This is an optimization exercise on Yosys and OpenROAD, whose aim is small area, not a production implementation.
RTL that was checked went through simulation tests only; none was proved equivalent to the original.
No functional check of the RTL was part of runs 1 and 2.
Power is estimated from default activity; no workload was simulated.

==> flow/design.v <==
`timescale 1ns / 1ps
module addsub #(
    parameter W = 8
) (
    input  [W-1:0] a,
    input  [W-1:0] b,
    input          sub,
    output [W-1:0] s
);
    logic [W:0] c;
    logic [W-1:0] bb;
    assign c[0] = sub;
    assign bb = b ^ {W{sub}};
    genvar i;
    generate
        for (i = 0; i < W; i++) begin : g
            assign s[i] = a[i] ^ bb[i] ^ c[i];
            assign c[i+1] = (a[i] & bb[i]) | (c[i] & (a[i] ^ bb[i]));
        end
    endgenerate
endmodule
module addsmall #(
    parameter W = 12,
    parameter K = 6
) (
    input  [W-1:0] a,
    input  [K-1:0] b,
    input          sub,
    output [W-1:0] s
);
    logic [K:0] c;
    logic [K-1:0] bb;
    logic t;
    assign c[0] = sub;
    assign bb = b ^ {K{sub}};
    assign t = b[K-1] ^ sub;       
    genvar i;
    generate
        for (i = 0; i < K; i++) begin : lo
            assign s[i] = a[i] ^ bb[i] ^ c[i];
            assign c[i+1] = (a[i] & bb[i]) | (c[i] & (a[i] ^ bb[i]));
        end
    endgenerate
    logic [W-K:0] all1, any1;
    assign all1[0] = 1'b1;
    assign any1[0] = 1'b0;
    generate
        for (i = K; i < W; i++) begin : hi
            assign all1[i-K+1] = all1[i-K] & a[i];
            assign any1[i-K+1] = any1[i-K] | a[i];
            assign s[i] = a[i] ^ t ^ (t ? (c[K] | any1[i-K]) : (c[K] & all1[i-K]));
        end
    endgenerate
endmodule
module addfast #(
    parameter W = 12,
    parameter K = 6
) (
    input  [W-1:0] a,
    input  [K-1:0] b,
    input          sub,
    output [W-1:0] s
);
    localparam LG = (K + 1 > 8) ? 4 : (K + 1 > 4) ? 3 : (K + 1 > 2) ? 2 : 1;
    logic [K-1:0] bb, pp, gg;
    logic t;
    assign bb = b ^ {K{sub}};
    assign t = b[K-1] ^ sub;       
    logic [K:0] G [0:LG];
    logic [K:0] P [0:LG];
    assign G[0] = {(a[K-1:0] & bb), sub};
    assign P[0] = {(a[K-1:0] ^ bb), 1'b0};
    genvar l, i;
    generate
        for (l = 0; l < LG; l++) begin : lev
            for (i = 0; i <= K; i++) begin : node
                if (((i >> l) & 1) == 1) begin : comb
                    localparam integer J = ((i >> l) << l) - 1;
                    assign G[l+1][i] = G[l][i] | (P[l][i] & G[l][J]);
                    assign P[l+1][i] = P[l][i] & P[l][J];
                end else begin : pass
                    assign G[l+1][i] = G[l][i];
                    assign P[l+1][i] = P[l][i];
                end
            end
        end
    endgenerate
    logic [K:0] c;
    assign c = G[LG];
    assign s[K-1:0] = (a[K-1:0] ^ bb) ^ c[K-1:0];
    logic [W-K:0] all1, any1;
    assign all1[0] = 1'b1;
    assign any1[0] = 1'b0;
    generate
        for (i = K; i < W; i++) begin : hi
            assign all1[i-K+1] = all1[i-K] & a[i];
            assign any1[i-K+1] = any1[i-K] | a[i];
            assign s[i] = a[i] ^ t ^ (t ? (c[K] | any1[i-K]) : (c[K] & all1[i-K]));
        end
    endgenerate
endmodule
module addfast2 #(
    parameter W = 12,
    parameter K = 6
) (
    input  [W-1:0] a,
    input  [K-1:0] b,
    input          sub,
    output [W-1:0] s
);
    localparam LG = (K + 1 > 8) ? 4 : (K + 1 > 4) ? 3 : (K + 1 > 2) ? 2 : 1;
    localparam U = W - K;
    localparam LU = (U > 8) ? 4 : (U > 4) ? 3 : (U > 2) ? 2 : (U > 1) ? 1 : 0;
    logic [K-1:0] bb;
    logic t;
    assign bb = b ^ {K{sub}};
    assign t = b[K-1] ^ sub;
    logic [K:0] G [0:LG];
    logic [K:0] P [0:LG];
    assign G[0] = {(a[K-1:0] & bb), sub};
    assign P[0] = {(a[K-1:0] ^ bb), 1'b0};
    genvar l, i;
    generate
        for (l = 0; l < LG; l++) begin : lev
            for (i = 0; i <= K; i++) begin : node
                if (((i >> l) & 1) == 1) begin : comb
                    localparam integer J = ((i >> l) << l) - 1;
                    assign G[l+1][i] = G[l][i] | (P[l][i] & G[l][J]);
                    assign P[l+1][i] = P[l][i] & P[l][J];
                end else begin : pass
                    assign G[l+1][i] = G[l][i];
                    assign P[l+1][i] = P[l][i];
                end
            end
        end
    endgenerate
    logic [K:0] c;
    assign c = G[LG];
    assign s[K-1:0] = (a[K-1:0] ^ bb) ^ c[K-1:0];
    logic [U-1:0] O [0:LU];
    logic [U-1:0] Z [0:LU];
    assign O[0] = a[W-1:K];
    assign Z[0] = ~a[W-1:K];
    generate
        for (l = 0; l < LU; l++) begin : ulev
            for (i = 0; i < U; i++) begin : unode
                if (((i >> l) & 1) == 1) begin : comb
                    localparam integer J = ((i >> l) << l) - 1;
                    assign O[l+1][i] = O[l][i] & O[l][J];
                    assign Z[l+1][i] = Z[l][i] & Z[l][J];
                end else begin : pass
                    assign O[l+1][i] = O[l][i];
                    assign Z[l+1][i] = Z[l][i];
                end
            end
        end
    endgenerate
    wire inc = c[K] & ~t;
    wire dec = ~c[K] & t;
    assign s[K] = a[K] ^ inc ^ dec;
    generate
        for (i = 1; i < U; i++) begin : hi
            assign s[K+i] = a[K+i] ^ ((inc & O[LU][i-1]) | (dec & Z[LU][i-1]));
        end
    endgenerate
endmodule
`timescale 1ns / 1ps
module phase_controller (
    input clock,
    input reset,
    output [3:0] code,
    output [7:0] w,
    output [1:0] quadrant
);
    logic [3:0] cd;
    logic [7:0] wr;
    logic [5:0] c;
    logic e, r;
    logic [1:0] q;
    wire pre = (cd == 4'd0);
    wire up  = ~q[0];
    wire endq = up ? (cd == 4'd14) && (wr == 8'h1d || wr == 8'h1e)
                   : (cd == 4'd1) && (wr == 8'he2 || wr == 8'he1);
    logic [7:0] up1, dn1;                
    logic [7:0] upw, upw1, dnw, dnw1;    
    assign up1 = ({8{cd == 0}} & 8'he)
            | ({8{cd == 1}} & 8'h7e)
            | ({8{cd == 2}} & 8'h7e)
            | ({8{cd == 3}} & 8'h76)
            | ({8{cd == 4}} & 8'h7f)
            | ({8{cd == 5}} & 8'h7e)
            | ({8{cd == 6}} & 8'h7f)
            | ({8{cd == 7}} & 8'h40)
            | ({8{cd == 8}} & 8'h7f)
            | ({8{cd == 9}} & 8'h7e)
            | ({8{cd == 10}} & 8'h7e)
            | ({8{cd == 11}} & 8'h76)
            | ({8{cd == 12}} & 8'h7f)
            | ({8{cd == 13}} & 8'h7e);
    assign upw = ({8{cd == 0}} & 8'he1)
            | ({8{cd == 1}} & 8'h81)
            | ({8{cd == 2}} & 8'h80)
            | ({8{cd == 3}} & 8'h88)
            | ({8{cd == 4}} & 8'h81)
            | ({8{cd == 5}} & 8'h81)
            | ({8{cd == 6}} & 8'h80)
            | ({8{cd == 7}} & 8'hbf)
            | ({8{cd == 8}} & 8'h80)
            | ({8{cd == 9}} & 8'h81)
            | ({8{cd == 10}} & 8'h80)
            | ({8{cd == 11}} & 8'h88)
            | ({8{cd == 12}} & 8'h81)
            | ({8{cd == 13}} & 8'h81);
    assign upw1 = ({8{cd == 0}} & 8'he2)
            | ({8{cd == 1}} & 8'h82)
            | ({8{cd == 2}} & 8'h81)
            | ({8{cd == 3}} & 8'h89)
            | ({8{cd == 4}} & 8'h82)
            | ({8{cd == 5}} & 8'h82)
            | ({8{cd == 6}} & 8'h81)
            | ({8{cd == 7}} & 8'hc0)
            | ({8{cd == 8}} & 8'h81)
            | ({8{cd == 9}} & 8'h82)
            | ({8{cd == 10}} & 8'h81)
            | ({8{cd == 11}} & 8'h89)
            | ({8{cd == 12}} & 8'h82)
            | ({8{cd == 13}} & 8'h82);
    assign dn1 = ({8{cd == 2}} & 8'h81)
            | ({8{cd == 3}} & 8'h80)
            | ({8{cd == 4}} & 8'h88)
            | ({8{cd == 5}} & 8'h81)
            | ({8{cd == 6}} & 8'h81)
            | ({8{cd == 7}} & 8'h80)
            | ({8{cd == 8}} & 8'hbf)
            | ({8{cd == 9}} & 8'h80)
            | ({8{cd == 10}} & 8'h81)
            | ({8{cd == 11}} & 8'h80)
            | ({8{cd == 12}} & 8'h88)
            | ({8{cd == 13}} & 8'h81)
            | ({8{cd == 14}} & 8'h81);
    assign dnw = ({8{cd == 2}} & 8'h7e)
            | ({8{cd == 3}} & 8'h7e)
            | ({8{cd == 4}} & 8'h76)
            | ({8{cd == 5}} & 8'h7f)
            | ({8{cd == 6}} & 8'h7e)
            | ({8{cd == 7}} & 8'h7f)
            | ({8{cd == 8}} & 8'h40)
            | ({8{cd == 9}} & 8'h7f)
            | ({8{cd == 10}} & 8'h7e)
            | ({8{cd == 11}} & 8'h7e)
            | ({8{cd == 12}} & 8'h76)
            | ({8{cd == 13}} & 8'h7f)
            | ({8{cd == 14}} & 8'h7e);
    assign dnw1 = ({8{cd == 2}} & 8'h7d)
            | ({8{cd == 3}} & 8'h7d)
            | ({8{cd == 4}} & 8'h75)
            | ({8{cd == 5}} & 8'h7e)
            | ({8{cd == 6}} & 8'h7d)
            | ({8{cd == 7}} & 8'h7e)
            | ({8{cd == 8}} & 8'h3f)
            | ({8{cd == 9}} & 8'h7e)
            | ({8{cd == 10}} & 8'h7d)
            | ({8{cd == 11}} & 8'h7d)
            | ({8{cd == 12}} & 8'h75)
            | ({8{cd == 13}} & 8'h7e)
            | ({8{cd == 14}} & 8'h7d);
    wire can_up = (cd != 4'd14);
    wire can_dn = (cd != 4'd1) && (cd != 4'd0);
    wire hit1 = up ? (wr == up1) : (wr == dn1);
    logic [7:0] near2;
    assign near2 = up ? wr + 8'd1 : wr - 8'd1;
    wire hit2 = up ? (near2 == up1) : (near2 == dn1);
    wire xing = (up ? can_up : can_dn) && (hit1 || (e && hit2));
    wire over = e && hit1;             
    logic [7:0] w_step, w_cross;
    addsub #(.W(8)) uw (.a(wr), .b({6'd0, e, ~e}), .sub(~up), .s(w_step));
    assign w_cross = up ? (over ? upw1 : upw) : (over ? dnw1 : dnw);
    logic [5:0] c_next;
    assign c_next = ({6{c == 6'd0}} & 6'he)
            | ({6{c == 6'd1}} & 6'hf)
            | ({6{c == 6'd2}} & 6'h10)
            | ({6{c == 6'd3}} & 6'h11)
            | ({6{c == 6'd4}} & 6'h12)
            | ({6{c == 6'd5}} & 6'h13)
            | ({6{c == 6'd6}} & 6'h14)
            | ({6{c == 6'd7}} & 6'h15)
            | ({6{c == 6'd8}} & 6'h16)
            | ({6{c == 6'd9}} & 6'h17)
            | ({6{c == 6'd10}} & 6'h18)
            | ({6{c == 6'd11}} & 6'h19)
            | ({6{c == 6'd12}} & 6'h1a)
            | ({6{c == 6'd13}} & 6'h1b)
            | ({6{c == 6'd14}} & 6'h1c)
            | ({6{c == 6'd15}} & 6'h1d)
            | ({6{c == 6'd16}} & 6'h1e)
            | ({6{c == 6'd17}} & 6'h1f)
            | ({6{c == 6'd18}} & 6'h20)
            | ({6{c == 6'd19}} & 6'h21)
            | ({6{c == 6'd20}} & 6'h22)
            | ({6{c == 6'd21}} & 6'h23)
            | ({6{c == 6'd22}} & 6'h24)
            | ({6{c == 6'd23}} & 6'h25)
            | ({6{c == 6'd24}} & 6'h26)
            | ({6{c == 6'd25}} & 6'he)
            | ({6{c == 6'd26}} & 6'hf)
            | ({6{c == 6'd27}} & 6'h10)
            | ({6{c == 6'd28}} & 6'h11)
            | ({6{c == 6'd29}} & 6'h12)
            | ({6{c == 6'd30}} & 6'h13)
            | ({6{c == 6'd31}} & 6'h14)
            | ({6{c == 6'd32}} & 6'h15)
            | ({6{c == 6'd33}} & 6'h16)
            | ({6{c == 6'd34}} & 6'h17)
            | ({6{c == 6'd35}} & 6'h18)
            | ({6{c == 6'd36}} & 6'h19)
            | ({6{c == 6'd37}} & 6'h1a)
            | ({6{c == 6'd38}} & 6'h1b);
    wire c_big = (c >= 6'd25);
    always_ff @(posedge clock) begin
        if (reset || pre) begin
            c <= '0;
            e <= 1'b0;
            r <= 1'b0;
        end
        else begin
            r <= endq;
            if (r)
                c <= '0;
            else begin
                c <= c_next;
                e <= c_big;
            end
        end
    end
    always_ff @(posedge clock) begin
        if (reset) begin
            q <= 2'd0;
            cd <= 4'd0;
            wr <= 8'd0;
        end
        else if (endq)
            q <= q + 2'd1;
        else if (xing) begin
            cd <= up ? cd + 4'd1 : cd - 4'd1;
            wr <= w_cross;
        end
        else
            wr <= w_step;
    end
    assign code = cd;
    assign w = wr;
    assign quadrant = q;
endmodule
`timescale 1ns / 1ps
module cordic (
    input clock,
    input reset,
    output signed [12:0] sine,
    output signed [12:0] cosine
);
    logic [3:0] code;
    logic [7:0] w;
    logic [1:0] q;
    phase_controller pc (.clock(clock), .reset(reset), .code(code), .w(w), .quadrant(q));
    wire [9:0] dirs_a = {code, ~w[7], w[6:2]};
    logic signed [11:0] x7, y7;
    wire [5:0] ts = dirs_a[9:4];
    assign x7 = ({12{ts == 6'd5}} & 12'h7fd)
            | ({12{ts == 6'd6}} & 12'h7fd)
            | ({12{ts == 6'd7}} & 12'h7fb)
            | ({12{ts == 6'd8}} & 12'h7f4)
            | ({12{ts == 6'd9}} & 12'h7ee)
            | ({12{ts == 6'd10}} & 12'h7e6)
            | ({12{ts == 6'd11}} & 12'h7dc)
            | ({12{ts == 6'd12}} & 12'h7ce)
            | ({12{ts == 6'd13}} & 12'h7c0)
            | ({12{ts == 6'd14}} & 12'h7b0)
            | ({12{ts == 6'd15}} & 12'h79e)
            | ({12{ts == 6'd16}} & 12'h78c)
            | ({12{ts == 6'd17}} & 12'h778)
            | ({12{ts == 6'd18}} & 12'h760)
            | ({12{ts == 6'd19}} & 12'h748)
            | ({12{ts == 6'd20}} & 12'h72b)
            | ({12{ts == 6'd21}} & 12'h70f)
            | ({12{ts == 6'd22}} & 12'h6f1)
            | ({12{ts == 6'd23}} & 12'h6d1)
            | ({12{ts == 6'd24}} & 12'h6ad)
            | ({12{ts == 6'd25}} & 12'h689)
            | ({12{ts == 6'd26}} & 12'h664)
            | ({12{ts == 6'd27}} & 12'h63e)
            | ({12{ts == 6'd28}} & 12'h614)
            | ({12{ts == 6'd29}} & 12'h5ea)
            | ({12{ts == 6'd30}} & 12'h5bf)
            | ({12{ts == 6'd31}} & 12'h593)
            | ({12{ts == 6'd32}} & 12'h5bb)
            | ({12{ts == 6'd33}} & 12'h58f)
            | ({12{ts == 6'd34}} & 12'h560)
            | ({12{ts == 6'd35}} & 12'h532)
            | ({12{ts == 6'd36}} & 12'h4ff)
            | ({12{ts == 6'd37}} & 12'h4cd)
            | ({12{ts == 6'd38}} & 12'h49a)
            | ({12{ts == 6'd39}} & 12'h466)
            | ({12{ts == 6'd40}} & 12'h430)
            | ({12{ts == 6'd41}} & 12'h3fa)
            | ({12{ts == 6'd42}} & 12'h3c3)
            | ({12{ts == 6'd43}} & 12'h38b)
            | ({12{ts == 6'd44}} & 12'h350)
            | ({12{ts == 6'd45}} & 12'h316)
            | ({12{ts == 6'd46}} & 12'h2db)
            | ({12{ts == 6'd47}} & 12'h29f)
            | ({12{ts == 6'd48}} & 12'h270)
            | ({12{ts == 6'd49}} & 12'h234)
            | ({12{ts == 6'd50}} & 12'h1f7)
            | ({12{ts == 6'd51}} & 12'h1b9)
            | ({12{ts == 6'd52}} & 12'h179)
            | ({12{ts == 6'd53}} & 12'h13b)
            | ({12{ts == 6'd54}} & 12'hfb)
            | ({12{ts == 6'd55}} & 12'hbd)
            | ({12{ts == 6'd56}} & 12'h7d)
            | ({12{ts == 6'd57}} & 12'h3f)
            | ({12{ts == 6'd58}} & 12'hfff);
    assign y7 = ({12{ts == 6'd5}} & 12'hfff)
            | ({12{ts == 6'd6}} & 12'h3f)
            | ({12{ts == 6'd7}} & 12'h7d)
            | ({12{ts == 6'd8}} & 12'hbd)
            | ({12{ts == 6'd9}} & 12'hfb)
            | ({12{ts == 6'd10}} & 12'h13b)
            | ({12{ts == 6'd11}} & 12'h179)
            | ({12{ts == 6'd12}} & 12'h1b9)
            | ({12{ts == 6'd13}} & 12'h1f7)
            | ({12{ts == 6'd14}} & 12'h234)
            | ({12{ts == 6'd15}} & 12'h270)
            | ({12{ts == 6'd16}} & 12'h29f)
            | ({12{ts == 6'd17}} & 12'h2db)
            | ({12{ts == 6'd18}} & 12'h316)
            | ({12{ts == 6'd19}} & 12'h350)
            | ({12{ts == 6'd20}} & 12'h38b)
            | ({12{ts == 6'd21}} & 12'h3c3)
            | ({12{ts == 6'd22}} & 12'h3fa)
            | ({12{ts == 6'd23}} & 12'h430)
            | ({12{ts == 6'd24}} & 12'h466)
            | ({12{ts == 6'd25}} & 12'h49a)
            | ({12{ts == 6'd26}} & 12'h4cd)
            | ({12{ts == 6'd27}} & 12'h4ff)
            | ({12{ts == 6'd28}} & 12'h532)
            | ({12{ts == 6'd29}} & 12'h560)
            | ({12{ts == 6'd30}} & 12'h58f)
            | ({12{ts == 6'd31}} & 12'h5bb)
            | ({12{ts == 6'd32}} & 12'h593)
            | ({12{ts == 6'd33}} & 12'h5bf)
            | ({12{ts == 6'd34}} & 12'h5ea)
            | ({12{ts == 6'd35}} & 12'h614)
            | ({12{ts == 6'd36}} & 12'h63e)
            | ({12{ts == 6'd37}} & 12'h664)
            | ({12{ts == 6'd38}} & 12'h689)
            | ({12{ts == 6'd39}} & 12'h6ad)
            | ({12{ts == 6'd40}} & 12'h6d1)
            | ({12{ts == 6'd41}} & 12'h6f1)
            | ({12{ts == 6'd42}} & 12'h70f)
            | ({12{ts == 6'd43}} & 12'h72b)
            | ({12{ts == 6'd44}} & 12'h748)
            | ({12{ts == 6'd45}} & 12'h760)
            | ({12{ts == 6'd46}} & 12'h778)
            | ({12{ts == 6'd47}} & 12'h78c)
            | ({12{ts == 6'd48}} & 12'h79e)
            | ({12{ts == 6'd49}} & 12'h7b0)
            | ({12{ts == 6'd50}} & 12'h7c0)
            | ({12{ts == 6'd51}} & 12'h7ce)
            | ({12{ts == 6'd52}} & 12'h7dc)
            | ({12{ts == 6'd53}} & 12'h7e6)
            | ({12{ts == 6'd54}} & 12'h7ee)
            | ({12{ts == 6'd55}} & 12'h7f4)
            | ({12{ts == 6'd56}} & 12'h7fb)
            | ({12{ts == 6'd57}} & 12'h7fd)
            | ({12{ts == 6'd58}} & 12'h7fd);
    logic signed [11:0] x8, y8;
    addsmall #(.W(12), .K(5)) ux8 (.a(12'(x7)), .b(5'(y7 >>> 7)), .sub(dirs_a[3]), .s(x8));
    addsmall #(.W(12), .K(5)) uy8 (.a(12'(y7)), .b(5'(x7 >>> 7)), .sub(~dirs_a[3]), .s(y8));
    logic [9:0] dirs_r1;
    logic [1:0] q_r1;
    logic signed [11:0] x_r1;
    logic signed [11:0] y_r1;
    always_ff @(posedge clock) begin
        dirs_r1 <= dirs_a;
        q_r1 <= q;
        x_r1 <= x8;
        y_r1 <= y8;
    end
    logic [10:0] x9, y9;
    addsmall #(.W(11), .K(4)) ux9 (.a(11'(x_r1)), .b(4'(y_r1 >>> 8)), .sub(dirs_r1[2]), .s(x9));
    addsmall #(.W(11), .K(4)) uy9 (.a(11'(y_r1)), .b(4'(x_r1 >>> 8)), .sub(~dirs_r1[2]), .s(y9));
    logic [10:0] x10, y10;
    addsmall #(.W(11), .K(3)) ux10 (.a(11'(x9)), .b(3'(y9 >> 9)), .sub(dirs_r1[1]), .s(x10));
    addsmall #(.W(11), .K(3)) uy10 (.a(11'(y9)), .b(3'(x9 >> 9)), .sub(~dirs_r1[1]), .s(y10));
    logic [9:0] dirs_r2;
    logic [1:0] q_r2;
    logic [10:0] x_r2;
    logic [10:0] y_r2;
    always_ff @(posedge clock) begin
        dirs_r2 <= dirs_r1;
        q_r2 <= q_r1;
        x_r2 <= x10;
        y_r2 <= y10;
    end
    wire mx = q_r2[0] ^ q_r2[1];
    wire my = q_r2[1];
    wire bx = y_r2[10];
    wire by = x_r2[10];
    logic signed [2:0] ax, ay;
    assign ax = mx ? (dirs_r2[0] ? 3'd1 + {2'b00, bx} : 3'd1 - {2'b00, bx}) : (dirs_r2[0] ? 3'd0 - {2'b00, bx} : {2'b00, bx});
    assign ay = my ? (dirs_r2[0] ? 3'd1 - {2'b00, by} : 3'd1 + {2'b00, by}) : (dirs_r2[0] ? {2'b00, by} : 3'd0 - {2'b00, by});
    logic [10:0] rx, ry;
    addsmall #(.W(11), .K(3)) ux11 (.a(x_r2 ^ {11{mx}}), .b(ax), .sub(1'b0), .s(rx));
    addsmall #(.W(11), .K(3)) uy11 (.a(y_r2 ^ {11{my}}), .b(ay), .sub(1'b0), .s(ry));
    assign cosine = {1'b0, ~mx, rx};
    assign sine = {1'b0, ~my, ry};
endmodule
==> flow/run.sh <==
#!/bin/bash
# synth_recipe.tcl (not shown) runs the flow's synth.tcl, then flattens the netlist and writes it again
# the make line also repeats each setting of config.mk as NAME=value (left out here)
make -C /OpenROAD-flow-scripts/flow DESIGN_CONFIG=/design/flow/config.mk WORK_HOME=/design/flow/orfs CLKGATE_MAP_FILE= SYNTH_SCRIPT=/design/flow/synth_recipe.tcl finish
==> flow/config.mk <==
export PLATFORM = sky130hd
export DESIGN_NAME = cordic
export DESIGN_NICKNAME = cordic
export VERILOG_FILES = /design/flow/design.v
export SDC_FILE = /design/flow/constraint.sdc
export NUM_CORES = 4
export LEC_CHECK = 0
export ABC_AREA = 1
export CAP_MARGIN = 20
export CORE_MARGIN = 2
export CORE_UTILIZATION = 40
export PLACE_DENSITY = 0.6
export SLEW_MARGIN = 20
==> flow/constraint.sdc <==
create_clock -name core_clock -period 5.0 [get_ports {clock}]
set_input_delay 1.0000 -clock core_clock [delete_from_list [all_inputs] [get_ports {clock}]]
set_output_delay 1.0000 -clock core_clock [all_outputs]
set_load 0.01 [all_outputs]
==> impl_results.rst, run 1 <==
.. list-table::
   :header-rows: 1

   * - Metric
     - Value
   * - Setup-violating endpoint count in the final report
     - 0
   * - Buffering stage count on the worst path with inverters included
     - 2
   * - Highest layer used for signal routing
     - met4
   * - Placement Rows
     - 52
   * - Initial antenna violation count
     - 0
   * - Async set or reset register ratio after synthesis
     - 0%
   * - CP Launch Point
     - pc.cd[1]$_SDFFE_PP0P_
   * - Placeable core region
     - approximately 20,000 sq um
   * - Number of different library cells in the post-synthesis netlist
     - 56
   * - Outcome
     - finished clean
   * - Post-route antenna net violation count
     - 0
   * - Antenna cells
     - 0
   * - Launch point of the worst hold path
     - dirs_r1[0]$_DFF_P_
   * - Final cycle utilization of the critical path
     - approximately 94%
   * - Post-route setup slack
     - 0.291 ns
   * - Crit path DAT
     - 4.92 ns
   * - Register-to-Register Path Depth
     - 20
   * - Height of the chip
     - 148 um
   * - Crit-path most repeated cell
     - nand2_1
   * - Slowest CP cell
     - nor2_1
   * - Type of origin of the critical path
     - flip-flop
   * - Relative slew slack
     - 46.8%
   * - Capture endpoint of the worst hold path
     - dirs_r2$_DFF_P_
   * - Max Cap Viol
     - 0
   * - Leading post-synthesis cells by cell area
     - dfxtp_1, nand2_1, inv_1
   * - Share of cells above drive strength 1
     - 15.2%
   * - Vias per cell
     - between 5 and 6
   * - Minimum clock period
     - 4.71 ns
   * - Final Hold Viols
     - 0
   * - GRT Total Usage
     - 26.5%
   * - Drt total wl
     - 28.5 mm
   * - Synthesized area
     - 8260 sq um
   * - Max Fanout on Critical Path
     - 6
   * - Met1 WL
     - around 12 mm
   * - CTS tree
     - built
   * - Count of routing violations after the opening detailed-route iteration
     - 575
   * - Aggregate negative setup slack
     - 0 ns
   * - Number of filler instances in the final layout
     - 2,126
   * - Detail Placement HPWL
     - 23.9 mm
   * - Average detailed-routed wire length per instance
     - 16.3 um
   * - Number of enable-type register cells in the synthesized netlist
     - 0
   * - Total congestion overflow
     - 0
   * - Final core utilization
     - 49.6%
   * - Startpoint of the worst register-to-register path
     - pc.cd[1]$_SDFFE_PP0P_
   * - Most used DFF post-synth
     - dfxtp_1
   * - Ordered list of cells on the worst path
     - inv_1, ha_2, nand3_1, nor2_1, nor3_1, nand4_1, nor3_1, nand2_1, inv_1, nand2_1, nand2_1, fa_1, fa_1, fa_1, fa_1, nor2_1, nand4_1, nand2_1, nand2_1, xor2_1
   * - Register bit count reported by yosys
     - between 70 and 80
   * - Slowest cell delay on critical path
     - roughly 0.63 ns
   * - Pins over their slew limit
     - 0
   * - Gate count after technology mapping
     - 1,335
   * - Placer Congestion
     - 1.04
   * - Power per unit of standard cell area
     - 136 nW/um^2
   * - Post-synthesis sequential area ratio
     - 18.4%
   * - Starting density of the core
     - 40.8%
   * - Worst-Skew Late Latency
     - ~0.34 ns
   * - Final Net Count
     - between 1,500 and 2,000
   * - Highest clock frequency the design can meet
     - approximately 210 MHz
   * - Library cell with the largest summed area after synthesis
     - dfxtp_1
   * - Clock transition time at the flip-flop clock pins of the worst setup and hold paths
     - about 0.070 ns
   * - Hold-critical path depth
     - 0
   * - Reg2Reg Setup Slack
     - 0.29 ns
   * - I/O Buffers
     - 25
   * - Critical path class
     - reg -> reg
   * - Met2 layer wire length in the routed design
     - 13.5 mm
   * - Yosys warning total
     - 2
   * - Worst path required time
     - 5.22 ns
   * - Master cell of the clock root buffer
     - clkbuf_16
   * - Area Overhead vs Synth
     - 21.6%
   * - Vias in the first global route
     - 8,534
   * - CTS Sinks
     - between 70 and 80
   * - Die Footprint
     - about 22,000 sq um
   * - Top-area cell type share of the netlist area
     - between 10% and 20%
   * - Post-placement worst setup slack
     - -0.0372 ns
   * - DRC violations left
     - 0
   * - Clock skew
     - 0.0129 ns
   * - Reg-to-Reg End
     - x_r1[9]$_DFF_P_
   * - Reported leakage power
     - between 0.005 and 0.006 uW
   * - Number of top-level design ports
     - 28
   * - Buffers from clock root to sink, at most
     - 2
   * - Mean area per synthesized cell
     - 6.19 sq um
   * - CTS H-tree depth
     - 3
   * - DIE WIDTH
     - 148 um
   * - Most numerous cell in the Yosys netlist
     - nand2_1
   * - Number of iterations in the first detailed-routing pass
     - 5
   * - Largest delay contributor family on the critical path
     - simple AND/OR/NAND/NOR gates
   * - Worst voltage drop across the vdd grid
     - about 0.14 mV
   * - Tightest Pin Transition
     - 0.795 ns
   * - Kind of end point of the critical path
     - flip-flop
   * - First-pass GRT wire length
     - 45.1 mm
   * - Length of routed met3 wiring
     - approximately 1.3 mm
   * - Pin count of the biggest net entering global routing
     - 25
   * - Commonest cells in the netlist
     - nand2_1, inv_1, nor2_1
   * - Path category of the worst min-delay check
     - reg -> reg
   * - Total via count after detailed routing
     - roughly 9,000
   * - Total CTS buffers
     - 9
through the flow:
| stage | hold slack [ns] | total power (uW) | std cells | cell area, sq um |
|---|---|---|---|---|
| final | 0.326 | 1370 | 1743 | 10000 |
| after global routing | 0.337 | 1420 | 1743 | 10000 |
| after detailed placement | 0.313 | 719 | 1727 | 9640 |
| after floorplan | 0.310 | 693 | 1336 | 8260 |
| after global placement | 0.313 | 718 | 1727 | 9640 |
| after CTS | 0.323 | 1380 | 1743 | 9940 |
registers in the layout, summed over array words and instances (netlist names):
name	count
dirs_r2	1
pc.cd	4
dirs_r1	3
q_r1	2
pc.e	1
y_r1	12
x_r1	12
q_r2	2
pc.c	6
pc.r	1
pc.wr	8
y_r2	11
pc.q	2
x_r2	11
worst max path at each step:
stage	end	slack [ns]	depth (start not counted)
2_1_floorplan	y_r2[8]$_DFF_P_	0.34	20
3_3_place_gp	x_r2[9]$_DFF_P_	0.09	27
3_5_place_dp	x_r2[9]$_DFF_P_	-0.04	27
4_1_cts	y_r1[10]$_DFF_P_	0.08	23
5_1_grt	x_r1[9]$_DFF_P_	-0.02	20
6_report	x_r1[9]$_DFF_P_	0.29	20
area by class of cell:
cell class	count	area [sq um]	share of cell area, %
clock buffers	9	225	2.24
clock inverters	7	75.1	0.748
well taps	270	338	3.36
inverters	210	788	7.85
flip-flops and latches	76	1530	15.2
multi-input cells	1016	5840	58.2
repair buffers	155	1240	12.3
worst reg2reg max path: cells and delay by family (launching register included):
| kind | cells | cell delay (ns) |
|---|---|---|
| buf+inv | 2 | 0.23 |
| xor+xnor | 1 | 0.15 |
| flops | 1 | 0.34 |
| fa+ha+maj | 5 | 1.90 |
| simple gates | 12 | 1.96 |
cell usage in the layout (no fill, tap or decap), types with 39 or more instances in the layout:
cell type and count:
a21oi_1 43, buf_4 129, dfxtp_1 71, inv_1 197, nand2_1 310, nand3_1 89, nand4_1 39, nor2_1 162
o21ai_0 60, xor2_1 73
metal layers:
metal | up-vias | global-route usage [%]
met5 | - | 0
li1 | 4532 | -
met4 | 0 | 12.1
met2 | 288 | 46.3
met3 | 80 | 2.69
met1 | 4071 | 33.0
report_power, final:
| part | switching (uW) | internal (uW) |
|---|---|---|
| combinational | 42.1 | 38.7 |
| clock | 275 | 389 |
| sequential | 9.89 | 613 |
cells by family after synthesis:
group,Yosys count,share of synthesized area [%]
AO/OA/AOI/OAI,153,10.6
adder cells (fa/ha/maj),42,9.00
other,1,0.0454
multiplexers,1,0.121
flip-flops,76,18.4
AND/OR/NAND/NOR,707,38.1
XOR/XNOR,111,11.8
buffers and inverters,244,11.9
timing repair:
| item | 4_1_cts | 5_1_grt |
|---|---|---|
| pin swaps | 0 | 2 |
| setup buffers | 0 | 0 |
| hold buffers | 0 | 0 |
| setup endpoints to repair | 2 | 22 |
| gates resized for setup | 1 | 34 |
==> run 2, diff against run 1 <==
--- a/flow/design.v
+++ b/flow/design.v
@@ -183,7 +183,7 @@
                    : (cd == 4'd1) && (wr == 8'he2 || wr == 8'he1);
     logic [7:0] up1, dn1;                
     logic [7:0] upw, upw1, dnw, dnw1;    
-    assign up1 = ({8{cd == 0}} & 8'he)
+    assign up1 = ({8{cd == 0}} & 8'hf)
             | ({8{cd == 1}} & 8'h7e)
             | ({8{cd == 2}} & 8'h7e)
             | ({8{cd == 3}} & 8'h76)
@@ -474,44 +474,34 @@
             | ({12{ts == 6'd57}} & 12'h7fd)
             | ({12{ts == 6'd58}} & 12'h7fd);
     logic signed [11:0] x8, y8;
-    addsmall #(.W(12), .K(5)) ux8 (.a(12'(x7)), .b(5'(y7 >>> 7)), .sub(dirs_a[3]), .s(x8));
-    addsmall #(.W(12), .K(5)) uy8 (.a(12'(y7)), .b(5'(x7 >>> 7)), .sub(~dirs_a[3]), .s(y8));
+    addfast2 #(.W(12), .K(5)) ux8 (.a(12'(x7)), .b(5'(y7 >>> 7)), .sub(dirs_a[3]), .s(x8));
+    addfast2 #(.W(12), .K(5)) uy8 (.a(12'(y7)), .b(5'(x7 >>> 7)), .sub(~dirs_a[3]), .s(y8));
+    logic [10:0] x9, y9;
+    addfast2 #(.W(11), .K(4)) ux9 (.a(11'(x8)), .b(4'(y8 >>> 8)), .sub(dirs_a[2]), .s(x9));
+    addfast2 #(.W(11), .K(4)) uy9 (.a(11'(y8)), .b(4'(x8 >>> 8)), .sub(~dirs_a[2]), .s(y9));
     logic [9:0] dirs_r1;
     logic [1:0] q_r1;
-    logic signed [11:0] x_r1;
-    logic signed [11:0] y_r1;
+    logic [10:0] x_r1;
+    logic [10:0] y_r1;
     always_ff @(posedge clock) begin
         dirs_r1 <= dirs_a;
         q_r1 <= q;
-        x_r1 <= x8;
-        y_r1 <= y8;
+        x_r1 <= x9;
+        y_r1 <= y9;
     end
-    logic [10:0] x9, y9;
-    addsmall #(.W(11), .K(4)) ux9 (.a(11'(x_r1)), .b(4'(y_r1 >>> 8)), .sub(dirs_r1[2]), .s(x9));
-    addsmall #(.W(11), .K(4)) uy9 (.a(11'(y_r1)), .b(4'(x_r1 >>> 8)), .sub(~dirs_r1[2]), .s(y9));
     logic [10:0] x10, y10;
-    addsmall #(.W(11), .K(3)) ux10 (.a(11'(x9)), .b(3'(y9 >> 9)), .sub(dirs_r1[1]), .s(x10));
-    addsmall #(.W(11), .K(3)) uy10 (.a(11'(y9)), .b(3'(x9 >> 9)), .sub(~dirs_r1[1]), .s(y10));
-    logic [9:0] dirs_r2;
-    logic [1:0] q_r2;
-    logic [10:0] x_r2;
-    logic [10:0] y_r2;
-    always_ff @(posedge clock) begin
-        dirs_r2 <= dirs_r1;
-        q_r2 <= q_r1;
-        x_r2 <= x10;
-        y_r2 <= y10;
-    end
-    wire mx = q_r2[0] ^ q_r2[1];
-    wire my = q_r2[1];
-    wire bx = y_r2[10];
-    wire by = x_r2[10];
+    addfast2 #(.W(11), .K(3)) ux10 (.a(11'(x_r1)), .b(3'(y_r1 >> 9)), .sub(dirs_r1[1]), .s(x10));
+    addfast2 #(.W(11), .K(3)) uy10 (.a(11'(y_r1)), .b(3'(x_r1 >> 9)), .sub(~dirs_r1[1]), .s(y10));
+    wire mx = q_r1[0] ^ q_r1[1];
+    wire my = q_r1[1];
+    wire bx = y10[10];
+    wire by = x10[10];
     logic signed [2:0] ax, ay;
-    assign ax = mx ? (dirs_r2[0] ? 3'd1 + {2'b00, bx} : 3'd1 - {2'b00, bx}) : (dirs_r2[0] ? 3'd0 - {2'b00, bx} : {2'b00, bx});
-    assign ay = my ? (dirs_r2[0] ? 3'd1 - {2'b00, by} : 3'd1 + {2'b00, by}) : (dirs_r2[0] ? {2'b00, by} : 3'd0 - {2'b00, by});
+    assign ax = mx ? (dirs_r1[0] ? 3'd1 + {2'b00, bx} : 3'd1 - {2'b00, bx}) : (dirs_r1[0] ? 3'd0 - {2'b00, bx} : {2'b00, bx});
+    assign ay = my ? (dirs_r1[0] ? 3'd1 - {2'b00, by} : 3'd1 + {2'b00, by}) : (dirs_r1[0] ? {2'b00, by} : 3'd0 - {2'b00, by});
     logic [10:0] rx, ry;
-    addsmall #(.W(11), .K(3)) ux11 (.a(x_r2 ^ {11{mx}}), .b(ax), .sub(1'b0), .s(rx));
-    addsmall #(.W(11), .K(3)) uy11 (.a(y_r2 ^ {11{my}}), .b(ay), .sub(1'b0), .s(ry));
+    addfast2 #(.W(11), .K(3)) ux11 (.a(x10 ^ {11{mx}}), .b(ax), .sub(1'b0), .s(rx));
+    addfast2 #(.W(11), .K(3)) uy11 (.a(y10 ^ {11{my}}), .b(ay), .sub(1'b0), .s(ry));
     assign cosine = {1'b0, ~mx, rx};
     assign sine = {1'b0, ~my, ry};
 endmodule
==> run 2 against run 1 <==
Via count is 18% higher; maximum frequency is 4.2% lower; synthesized cell count is 7.5% higher; largest cell class unchanged.
==> impl_results.rst, run 2 <==
.. list-table::
   :header-rows: 1

   * - Metric
     - Value
   * - CTS Sinks
     - 48
   * - Master cell of the clock root buffer
     - clkbuf_16
   * - Commonest cells in the netlist
     - nand2_1, inv_1, nor2_1
   * - Type of origin of the critical path
     - flip-flop
   * - Largest delay contributor family on the critical path
     - simple AND/OR/NAND/NOR gates
   * - Area Overhead vs Synth
     - 42.7%
   * - Placement Rows
     - 52
   * - First-pass GRT wire length
     - about 52 mm
   * - Post-synthesis sequential area ratio
     - between 10% and 20%
   * - Final Net Count
     - 1,790
   * - DRC violations left
     - 0
   * - Yosys warning total
     - 17
   * - Relative slew slack
     - 63.1%
   * - Height of the chip
     - 148 um
   * - Most used DFF post-synth
     - dfxtp_1
   * - Hold-fix buffers at CTS
     - 0
   * - DIE WIDTH
     - approximately 150 um
   * - Post-route setup slack
     - 0.0870 ns
   * - Vias per cell
     - between 5 and 6
   * - Minimum clock period
     - 4.91 ns
   * - Outcome
     - finished clean
   * - Final instance area
     - 11,900 sq um
   * - Regs by FF count
     - x_r1: 11 flops, y_r1: 11 flops, pc.wr: 8 flops
   * - Top-area cell type share of the netlist area
     - 15.6%
   * - Crit path DAT
     - 5.11 ns
   * - Buffering stage count on the worst path with inverters included
     - 6
   * - Setup-violating endpoint count in the final report
     - 0
   * - Worst path required time
     - between 5 and 6 ns
   * - Starting density of the core
     - 40.9%
   * - Total via count after detailed routing
     - 10,600
   * - Leading cell type in the layout, fill and taps excluded
     - nand2_1
   * - Gate count after technology mapping
     - 1,435
   * - Die Footprint
     - roughly 22,000 sq um
   * - Clock skew
     - 0.00871 ns
   * - Final Hold Viols
     - 0
   * - Reported leakage power
     - 0.00667 uW
   * - Vias in the first global route
     - ~10,000
   * - CTS tree
     - built
   * - Unrepaired setup endpoints after global routing
     - yes
   * - Kind of end point of the critical path
     - flip-flop
   * - GRT Total Usage
     - 30.2%
   * - Average detailed-routed wire length per instance
     - 16.9 um
   * - Post-route antenna net violation count
     - 0
   * - Most numerous cell in the Yosys netlist
     - nand2_1
   * - Number of different library cells in the post-synthesis netlist
     - between 50 and 60
   * - Mean area per synthesized cell
     - 5.81 sq um
   * - Reg2Reg Setup Slack
     - 0.09 ns
   * - Number of enable-type register cells in the synthesized netlist
     - 0
   * - Pins over their slew limit
     - 0
   * - Post-placement worst setup slack
     - -0.389 ns
   * - Library cell with the largest summed area after synthesis
     - nand2_1
   * - Register bit count reported by yosys
     - 48
   * - Number of top-level design ports
     - 28
   * - Max Fanout on Critical Path
     - 6
   * - Share of cells above drive strength 1
     - 30.8%
   * - Worst voltage drop across the vdd grid
     - 0.103 mV
   * - Clock transition time at the flip-flop clock pins of the worst setup and hold paths
     - 0.07 ns
   * - Crit-path most repeated cell
     - nand2_1
   * - Path category of the worst min-delay check
     - reg -> reg
   * - Power per unit of standard cell area
     - a little under 70 nW/um^2
   * - Max Cap Viol
     - 0
   * - Antenna cells
     - 0
   * - Slowest cell delay on critical path
     - just under 0.4 ns
   * - Pin count of the biggest net entering global routing
     - 20
   * - I/O Buffers
     - 25
   * - Final cycle utilization of the critical path
     - between 90% and 100%
   * - Number of iterations in the first detailed-routing pass
     - 5
   * - Synthesized area
     - 8340 sq um
   * - Slowest CP cell
     - dfxtp_4
   * - Worst-Skew Late Latency
     - 0.30 ns
   * - Critical path class
     - reg -> reg
   * - Total CTS buffers
     - 5
   * - Drt total wl
     - ~34 mm
   * - Placer Congestion
     - 1.05
   * - Total congestion overflow
     - 0
   * - Placeable core region
     - 20,400 sq um
   * - Buffers from clock root to sink, at most
     - 2
   * - Async set or reset register ratio after synthesis
     - 0%
   * - DP Area
     - 10,900 sq um
   * - Highest clock frequency the design can meet
     - 204 MHz
   * - Initial antenna violation count
     - 0
   * - Leading post-synthesis cells by cell area
     - nand2_1, dfxtp_1, inv_1
   * - Commonest non-fill, non-tap cells in the layout
     - nand2_1, buf_4, inv_1, nor2_1, nand3_1
   * - CTS H-tree depth
     - 2
   * - Detail Placement HPWL
     - 28.3 mm
   * - Tightest Pin Transition
     - 0.552 ns
   * - Count of routing violations after the opening detailed-route iteration
     - 889
-- run 2: changes by cell type in the layout (fill, tap and decap cells not counted), moves of 21 or more --
cell | before | now
dfxtp_1 | 71 | 41
nand3_1 | 89 | 112
nand2_2 | 7 | 28
inv_2 | 11 | 34
nand3_2 | 7 | 28
buf_4 | 129 | 284
o21ai_0 | 60 | 37
-- run 2: stage by stage --
stage,total power [uW],std cells,util [%],TNS (ns),hold WS [ns]
CTS,820,1991,54.9,-0.00636,0.360
global route,843,2008,58.4,-1.63,0.368
global placement,461,1978,53.3,-2.84,0.338
floorplan,441,1436,-,0,0.331
detailed placement,462,1978,53.3,-3.33,0.348
finish,808,2008,58.4,0,0.360
-- run 2: cell families (layout without fill, tap and decap cells) --
kind of cell               after synthesis  count (layout)  synth area share (%)
xor gates and xnor gates               101             101                  10.6
other                                    1               2                0.0450
AOI/OAI and AO/OA                      132             132                  9.24
buffers and inverters                  245             547                  11.7
and+or+nand+nor                        857             857                  47.5
adders and majority gates               51              51                  9.36
DFF                                     48              48                  11.5
-- run 2: timing repair --
item / 4_1_cts / 5_1_grt
cloned: 0 / 0
setup endpoints to repair: 30 / 33
pin swaps: 16 / 65
gates resized for setup: 49 / 166
setup buffers: 5 / 17
-- run 2: layout make-up --
class | instances | area, sq um
Inverter | 220 | 836
Clock buffer | 6 | 139
Timing Repair Buffer | 319 | 2490
Multi-Input combinational cell | 1143 | 7100
Sequential cell | 48 | 980
Fill cell | 2021 | 8470
Tap cell | 270 | 338
Clock inverter | 2 | 15.0
-- run 2: routing by layer --
metal,up-vias,global-route usage [%],routed length (um)
met5,-,0,0
li1,5228,-,-
met1,4848,38.2,14300
met4,0,13.6,1720
met3,103,4.33,2130
met2,392,50.9,15800
-- run 2: worst paths after layout --
kind	start	to	depth (start not counted)
hold reg to reg	pc.q[1]$_SDFFE_PP0P_	q_r1[1]$_DFF_P_	0
setup reg to reg	pc.cd[0]$_SDFFE_PP0P_	x_r1[6]$_DFF_P_	33
hold / removal	pc.q[1]$_SDFFE_PP0P_	q_r1[1]$_DFF_P_	0
setup / recovery	pc.cd[0]$_SDFFE_PP0P_	x_r1[6]$_DFF_P_	33
-- run 2: where the power goes --
| group | internal [uW] | switching, uW | total (uW) |
|---|---|---|---|
| combinational | 28.3 | 34.5 | 62.8 |
| sequential | 383 | 7.86 | 391 |
| clock | 199 | 155 | 355 |
==> run 3, diff against run 2 <==
--- a/flow/design.v
+++ b/flow/design.v
@@ -181,9 +181,9 @@
     wire up  = ~q[0];
     wire endq = up ? (cd == 4'd14) && (wr == 8'h1d || wr == 8'h1e)
                    : (cd == 4'd1) && (wr == 8'he2 || wr == 8'he1);
-    logic [7:0] up1, dn1;                
+    logic [7:0] up1, dn1, up2, dn2;      
     logic [7:0] upw, upw1, dnw, dnw1;    
-    assign up1 = ({8{cd == 0}} & 8'hf)
+    assign up1 = ({8{cd == 0}} & 8'he)
             | ({8{cd == 1}} & 8'h7e)
             | ({8{cd == 2}} & 8'h7e)
             | ({8{cd == 3}} & 8'h76)
@@ -197,6 +197,20 @@
             | ({8{cd == 11}} & 8'h76)
             | ({8{cd == 12}} & 8'h7f)
             | ({8{cd == 13}} & 8'h7e);
+    assign up2 = ({8{cd == 0}} & 8'hd)
+            | ({8{cd == 1}} & 8'h7d)
+            | ({8{cd == 2}} & 8'h7d)
+            | ({8{cd == 3}} & 8'h75)
+            | ({8{cd == 4}} & 8'h7e)
+            | ({8{cd == 5}} & 8'h7d)
+            | ({8{cd == 6}} & 8'h7e)
+            | ({8{cd == 7}} & 8'h3f)
+            | ({8{cd == 8}} & 8'h7e)
+            | ({8{cd == 9}} & 8'h7d)
+            | ({8{cd == 10}} & 8'h7d)
+            | ({8{cd == 11}} & 8'h75)
+            | ({8{cd == 12}} & 8'h7e)
+            | ({8{cd == 13}} & 8'h7d);
     assign upw = ({8{cd == 0}} & 8'he1)
             | ({8{cd == 1}} & 8'h81)
             | ({8{cd == 2}} & 8'h80)
@@ -238,6 +252,19 @@
             | ({8{cd == 12}} & 8'h88)
             | ({8{cd == 13}} & 8'h81)
             | ({8{cd == 14}} & 8'h81);
+    assign dn2 = ({8{cd == 2}} & 8'h82)
+            | ({8{cd == 3}} & 8'h81)
+            | ({8{cd == 4}} & 8'h89)
+            | ({8{cd == 5}} & 8'h82)
+            | ({8{cd == 6}} & 8'h82)
+            | ({8{cd == 7}} & 8'h81)
+            | ({8{cd == 8}} & 8'hc0)
+            | ({8{cd == 9}} & 8'h81)
+            | ({8{cd == 10}} & 8'h82)
+            | ({8{cd == 11}} & 8'h81)
+            | ({8{cd == 12}} & 8'h89)
+            | ({8{cd == 13}} & 8'h82)
+            | ({8{cd == 14}} & 8'h82);
     assign dnw = ({8{cd == 2}} & 8'h7e)
             | ({8{cd == 3}} & 8'h7e)
             | ({8{cd == 4}} & 8'h76)
@@ -267,9 +294,7 @@
     wire can_up = (cd != 4'd14);
     wire can_dn = (cd != 4'd1) && (cd != 4'd0);
     wire hit1 = up ? (wr == up1) : (wr == dn1);
-    logic [7:0] near2;
-    assign near2 = up ? wr + 8'd1 : wr - 8'd1;
-    wire hit2 = up ? (near2 == up1) : (near2 == dn1);
+    wire hit2 = up ? (wr == up2) : (wr == dn2);
     wire xing = (up ? can_up : can_dn) && (hit1 || (e && hit2));
     wire over = e && hit1;             
     logic [7:0] w_step, w_cross;
@@ -476,32 +501,42 @@
     logic signed [11:0] x8, y8;
     addfast2 #(.W(12), .K(5)) ux8 (.a(12'(x7)), .b(5'(y7 >>> 7)), .sub(dirs_a[3]), .s(x8));
     addfast2 #(.W(12), .K(5)) uy8 (.a(12'(y7)), .b(5'(x7 >>> 7)), .sub(~dirs_a[3]), .s(y8));
-    logic [10:0] x9, y9;
-    addfast2 #(.W(11), .K(4)) ux9 (.a(11'(x8)), .b(4'(y8 >>> 8)), .sub(dirs_a[2]), .s(x9));
-    addfast2 #(.W(11), .K(4)) uy9 (.a(11'(y8)), .b(4'(x8 >>> 8)), .sub(~dirs_a[2]), .s(y9));
     logic [9:0] dirs_r1;
     logic [1:0] q_r1;
-    logic [10:0] x_r1;
-    logic [10:0] y_r1;
+    logic signed [11:0] x_r1;
+    logic signed [11:0] y_r1;
     always_ff @(posedge clock) begin
         dirs_r1 <= dirs_a;
         q_r1 <= q;
-        x_r1 <= x9;
-        y_r1 <= y9;
+        x_r1 <= x8;
+        y_r1 <= y8;
     end
+    logic [10:0] x9, y9;
+    addfast2 #(.W(11), .K(4)) ux9 (.a(11'(x_r1)), .b(4'(y_r1 >>> 8)), .sub(dirs_r1[2]), .s(x9));
+    addfast2 #(.W(11), .K(4)) uy9 (.a(11'(y_r1)), .b(4'(x_r1 >>> 8)), .sub(~dirs_r1[2]), .s(y9));
     logic [10:0] x10, y10;
-    addfast2 #(.W(11), .K(3)) ux10 (.a(11'(x_r1)), .b(3'(y_r1 >> 9)), .sub(dirs_r1[1]), .s(x10));
-    addfast2 #(.W(11), .K(3)) uy10 (.a(11'(y_r1)), .b(3'(x_r1 >> 9)), .sub(~dirs_r1[1]), .s(y10));
-    wire mx = q_r1[0] ^ q_r1[1];
-    wire my = q_r1[1];
-    wire bx = y10[10];
-    wire by = x10[10];
+    addfast2 #(.W(11), .K(3)) ux10 (.a(11'(x9)), .b(3'(y9 >> 9)), .sub(dirs_r1[1]), .s(x10));
+    addfast2 #(.W(11), .K(3)) uy10 (.a(11'(y9)), .b(3'(x9 >> 9)), .sub(~dirs_r1[1]), .s(y10));
+    logic [9:0] dirs_r2;
+    logic [1:0] q_r2;
+    logic [10:0] x_r2;
+    logic [10:0] y_r2;
+    always_ff @(posedge clock) begin
+        dirs_r2 <= dirs_r1;
+        q_r2 <= q_r1;
+        x_r2 <= x10;
+        y_r2 <= y10;
+    end
+    wire mx = q_r2[0] ^ q_r2[1];
+    wire my = q_r2[1];
+    wire bx = y_r2[10];
+    wire by = x_r2[10];
     logic signed [2:0] ax, ay;
-    assign ax = mx ? (dirs_r1[0] ? 3'd1 + {2'b00, bx} : 3'd1 - {2'b00, bx}) : (dirs_r1[0] ? 3'd0 - {2'b00, bx} : {2'b00, bx});
-    assign ay = my ? (dirs_r1[0] ? 3'd1 - {2'b00, by} : 3'd1 + {2'b00, by}) : (dirs_r1[0] ? {2'b00, by} : 3'd0 - {2'b00, by});
+    assign ax = mx ? (dirs_r2[0] ? 3'd1 + {2'b00, bx} : 3'd1 - {2'b00, bx}) : (dirs_r2[0] ? 3'd0 - {2'b00, bx} : {2'b00, bx});
+    assign ay = my ? (dirs_r2[0] ? 3'd1 - {2'b00, by} : 3'd1 + {2'b00, by}) : (dirs_r2[0] ? {2'b00, by} : 3'd0 - {2'b00, by});
     logic [10:0] rx, ry;
-    addfast2 #(.W(11), .K(3)) ux11 (.a(x10 ^ {11{mx}}), .b(ax), .sub(1'b0), .s(rx));
-    addfast2 #(.W(11), .K(3)) uy11 (.a(y10 ^ {11{my}}), .b(ay), .sub(1'b0), .s(ry));
+    addfast2 #(.W(11), .K(3)) ux11 (.a(x_r2 ^ {11{mx}}), .b(ax), .sub(1'b0), .s(rx));
+    addfast2 #(.W(11), .K(3)) uy11 (.a(y_r2 ^ {11{my}}), .b(ay), .sub(1'b0), .s(ry));
     assign cosine = {1'b0, ~mx, rx};
     assign sine = {1'b0, ~my, ry};
 endmodule
--- a/flow/config.mk
+++ b/flow/config.mk
@@ -9,5 +9,7 @@
 export CAP_MARGIN = 20
 export CORE_MARGIN = 2
 export CORE_UTILIZATION = 40
-export PLACE_DENSITY = 0.6
+export CTS_BUF_LIST = sky130_fd_sc_hd__clkbuf_8
+export GPL_TIMING_DRIVEN = 0
+export PLACE_DENSITY = 0.8
 export SLEW_MARGIN = 20
==> run 3 against run 2 <==
Still clean; maximum frequency grew 4.8%; count of clock-buffer cells in the layout increased by 4; power increased by 43%; die area grew 2.5%; non-clock buffer count fell by 265; largest cell class unchanged.
==> impl_results.rst, run 3 <==
.. list-table::
   :header-rows: 1

   * - Metric
     - Value
   * - First-pass GRT wire length
     - 43.0 mm
   * - Total CTS buffers
     - 9
   * - Worst path required time
     - 4.00 ns
   * - Switching portion of total power
     - 23.4%
   * - Kind of end point of the critical path
     - output pin
   * - Dominant combinational cell family by area after synthesis
     - simple AND/OR/NAND/NOR gates
   * - CTS Sinks
     - between 70 and 80
   * - Max Fanout on Critical Path
     - 10
   * - Post-synthesis compound-gate area fraction
     - 7.86%
   * - Average detailed-routed wire length per instance
     - 15.2 um
   * - Share of cells above drive strength 1
     - under 10%
   * - Slowest cell delay on critical path
     - 0.55 ns
   * - Unrepaired setup endpoints after global routing
     - no
   * - GRT Total Usage
     - 24.0%
   * - Final cycle utilization of the critical path
     - a little over nine tenths
   * - Relative slew slack
     - between 50% and 60%
   * - Number of different library cells in the post-synthesis netlist
     - 51
   * - Post-route antenna net violation count
     - 0
   * - Reg-to-Reg End
     - pc.wr[6]$_SDFFE_PP0N_
   * - I/O Buffers
     - 24
   * - Register-to-Register Path Depth
     - 14
   * - CTS tree
     - built
   * - Master cell of the clock root buffer
     - clkbuf_8
   * - Library cell with the largest summed area after synthesis
     - dfxtp_1
   * - Final Hold Viols
     - 0
   * - Mean area per synthesized cell
     - 6.02 sq um
   * - Regs by FF count
     - x_r1: 12 flops, y_r1: 12 flops
   * - Starting density of the core
     - about two fifths
   * - Number of logic stages on the critical path including buffering
     - 17
   * - Placement Rows
     - 53
   * - Buffers from clock root to sink, at most
     - 2
   * - Share of power burned in combinational logic
     - 6.3%
   * - Pin count of the biggest net entering global routing
     - 13
   * - Most numerous cell in the Yosys netlist
     - nand2_1
   * - Tightest Pin Transition
     - 0.729 ns
   * - Buffering stage count on the worst path with inverters included
     - 5
   * - Height of the chip
     - 150 um
   * - Worst-Skew Late Latency
     - 0.35 ns
   * - Slowest CP cell
     - clkdlybuf4s50_1
   * - Number of iterations in the first detailed-routing pass
     - 6
   * - Placer Congestion
     - 1.07
   * - Endpoint of the worst setup timing path
     - cosine[10]
   * - DRC violations left
     - 0
   * - Startpoint of the worst register-to-register path
     - pc.q[0]$_SDFFE_PP0P_
   * - Worst voltage drop across the vdd grid
     - ~0.095 mV
   * - Share of power burned in registers
     - a little over half
   * - Post-synthesis sequential area ratio
     - between 10% and 20%
   * - Commonest non-fill, non-tap cells in the layout
     - nand2_1, nor2_1, inv_1, nand3_1, dfxtp_1
   * - Count of routing violations after the opening detailed-route iteration
     - 902
   * - Clock transition time at the flip-flop clock pins of the worst setup and hold paths
     - ~0.080 ns
   * - Drt total wl
     - 26.3 mm
   * - Async set or reset register ratio after synthesis
     - 0%
   * - Max Cap Viol
     - 0
   * - Reg2Reg Setup Slack
     - between 0.4 and 0.5 ns
   * - Number of filler instances in the final layout
     - roughly 2,200
   * - DIE WIDTH
     - roughly 150 um
   * - Highest clock frequency the design can meet
     - 213 MHz
   * - Commonest cells in the netlist
     - nand2_1, nor2_1, inv_1
   * - Vias in the first global route
     - 8,782
   * - Worst Hold Slack
     - 0.329 ns
   * - Leading cell type in the layout, fill and taps excluded
     - nand2_1
   * - Minimum clock period
     - 4.69 ns
   * - Ordered list of cells on the worst path
     - buf_2, or2_2, nand2_2, buf_6, xor2_1, inv_1, ha_1, a21oi_1, nand2_1, nor2_2, nand4_1, nor2_1, inv_1, o21ai_0, o21ai_0, xor2_1, clkdlybuf4s50_1
   * - CP Launch Point
     - q_r2[1]$_DFF_P_
   * - Number of top-level design ports
     - 28
   * - Critical path class
     - reg -> out
   * - Initial antenna violation count
     - 0
   * - Total via count after detailed routing
     - about 9,400
   * - Antenna cells
     - 0
   * - Total congestion overflow
     - 0
   * - Aggregate negative setup slack
     - 0 ns
   * - Register bit count reported by yosys
     - 76
   * - Pins over their slew limit
     - 0
   * - Most used DFF post-synth
     - dfxtp_1
   * - Clock share of power
     - 40.0%
   * - Synthesized area
     - 8550 sq um
   * - Int Pwr
     - 884 uW
   * - Area share of fa/ha/maj cells after synthesis
     - between 8 and 9%
   * - Power dissipated by switching net loads
     - 271 uW
   * - Crit path DAT
     - between 3 and 4 ns
   * - Type of origin of the critical path
     - flip-flop
   * - Top-area cell type share of the netlist area
     - 17.8%
   * - Hold-fix buffers at CTS
     - 0
   * - Area Overhead vs Synth
     - 9.39%
   * - Detail Placement HPWL
     - about 21 mm
   * - Final Net Count
     - between 1,500 and 2,000
   * - Setup-violating endpoint count in the final report
     - 0
   * - Outcome
     - finished clean
   * - Vias per cell
     - 5.43
   * - Fraction of the mapped netlist area in simple logic gates
     - a little under half
   * - Clock skew
     - 0.0183 ns
   * - Post-Synth XOR/XNOR Area
     - 8.81%
   * - Placeable core region
     - 21,000 sq um
   * - Path category of the worst min-delay check
     - reg -> reg
   * - Die Footprint
     - 22,600 sq um
   * - Largest delay contributor family on the critical path
     - buffers and inverters
   * - Power per unit of standard cell area
     - 123 nW/um^2
   * - Number of enable-type register cells in the synthesized netlist
     - 0
   * - Yosys warning total
     - 17
   * - Gate count after technology mapping
     - 1,420
   * - CTS H-tree depth
     - 3
   * - Reported leakage power
     - 0.00525 uW
   * - Setup fix buffers added after clock tree synthesis
     - 0
   * - Leading post-synthesis cells by cell area
     - dfxtp_1, nand2_1, nand3_1
   * - Mux cell area share after synthesis
     - 0.117%
==> run 3: cell types whose count changed after synthesis, moves of 8 or more <==
cell / previous run / this run
xnor2_1: 31 / 23
dfxtp_1: 48 / 76
nand2_1: 347 / 329
nand4_1: 32 / 47
nor3_1: 55 / 47
nand3_1: 131 / 152
==> run 3: cells by family (layout without fill, tap and decap cells) <==
group                      Yosys count  after routing
and+or+nand+nor                    852            852
xor gates and xnor gates            86             86
AOI/OAI and AO/OA                  120            120
DFF                                 76             76
adders and majority gates           44             44
other                                1              2
buffers and inverters              240            279
muxes                                1              1
==> run 3: through the flow <==
step | util (%) | worst slack, ns | power, uW | cells | area (sq um)
final | 44.5 | 0.313 | 1150 | 1735 | 9360
after global routing | 44.5 | 0.00985 | 1210 | 1735 | 9360
after CTS | 44.4 | 0.0878 | 1170 | 1735 | 9330
after detailed placement | 43.5 | 0.496 | 707 | 1720 | 9140
after global placement | 43.5 | 0.550 | 704 | 1720 | 9140
after floorplan | - | 0.973 | 683 | 1421 | 8560
==> run 3: area by class of cell <==
class | count | area (sq um) | share of cell area, %
repair buffers | 24 | 240 | 2.57
multi-input cells | 1105 | 6090 | 65.1
inverters | 210 | 791 | 8.45
clock buffers | 10 | 138 | 1.47
plain buffers | 30 | 181 | 1.94
flip-flops and latches | 76 | 1520 | 16.3
well taps | 275 | 344 | 3.68
clock inverters | 5 | 53.8 | 0.575
==> run 3: layer usage <==
| layer | vias up | wire length, um | GRT usage [%] |
|---|---|---|---|
| met5 | - | 0 | 0 |
| met4 | 0 | 1460 | 12.6 |
| met3 | 110 | 2150 | 3.97 |
| met2 | 460 | 12100 | 40.5 |
| met1 | 4198 | 10700 | 29.3 |
| li1 | 4659 | - | - |
==> run 3: worst min-delay path by stage <==
| stage | startpoint | end | slack (ns) | cells past startpoint |
|---|---|---|---|---|
| detailed placement | q_r1[0]$_DFF_P_ | q_r2[0]$_DFF_P_ | 0.31 | 0 |
| CTS | q_r1[0]$_DFF_P_ | q_r2[0]$_DFF_P_ | 0.32 | 0 |
| global placement | q_r1[1]$_DFF_P_ | q_r2[1]$_DFF_P_ | 0.31 | 0 |
| finish | q_r1[0]$_DFF_P_ | q_r2[0]$_DFF_P_ | 0.33 | 0 |
| global route | q_r1[1]$_DFF_P_ | q_r2[1]$_DFF_P_ | 0.34 | 0 |
| floorplan | dirs_r1[0]$_DFF_P_ | dirs_r2$_DFF_P_ | 0.31 | 0 |
==> run 3: what timing repair did <==
item,CTS,global route
resized for setup,0,6
hold endpoints to repair,0,0
setup endpoints to repair,0,5
==> run 3: worst register-to-register path, delay by kind of cell (launching register included) <==
kind                     cells  cell delay [ns]
flip-flops                   1             0.52
buffers and inverters        4             0.91
AO/OA/AOI/OAI                2             0.25
adder cells (fa/ha/maj)      6             2.49
AND/OR/NAND/NOR              1             0.07
XOR/XNOR                     1             0.22
==> run 3: power groups by stage <==
stage          combinational (uW)  clock [uW]  sequential, uW
2_1_floorplan                50.9           0             632
3_3_place_gp                 70.0           0             634
3_5_place_dp                 72.7           0             634
4_1_cts                      72.7         482             620
5_1_grt                      83.8         505             621
6_report                     72.7         463             620

afterwards: timing with drivers on the ports:
Ports are ideal in the flow. The routed layouts listed here were re-timed in OpenROAD.
Step 1: set_driving_cell puts a clkbuf_16 on clock and a buf_2 on each other input, an assumption about the parent block.
Step 2, shift: input delay + t, output delay - t, t = (earliest + latest rising clock arrival at the registers) / 2. This alone moves slack from input paths to output paths.
Three values: ideal ports, drivers, drivers and shift; two values: the first two.
run	shift t [ns]	setup slack, ns	hold slack, ns	worst setup path at the end	clock arrival spread, ns
run 1	0.379	0.291 / 0.291 / 0.291	0.326 / 0.326 / 0.326	register to register	0.013 / 0.013
run 2	0.346	0.087 / 0.087 / 0.087	0.360 / 0.360 / 0.360	register to register	0.010 / 0.010
run 3	0.385	0.313 / 0.274 / 0.483	0.329 / 0.329 / 0.329	register to register	0.019 / 0.018
After both steps setup and hold are still met in every run listed.
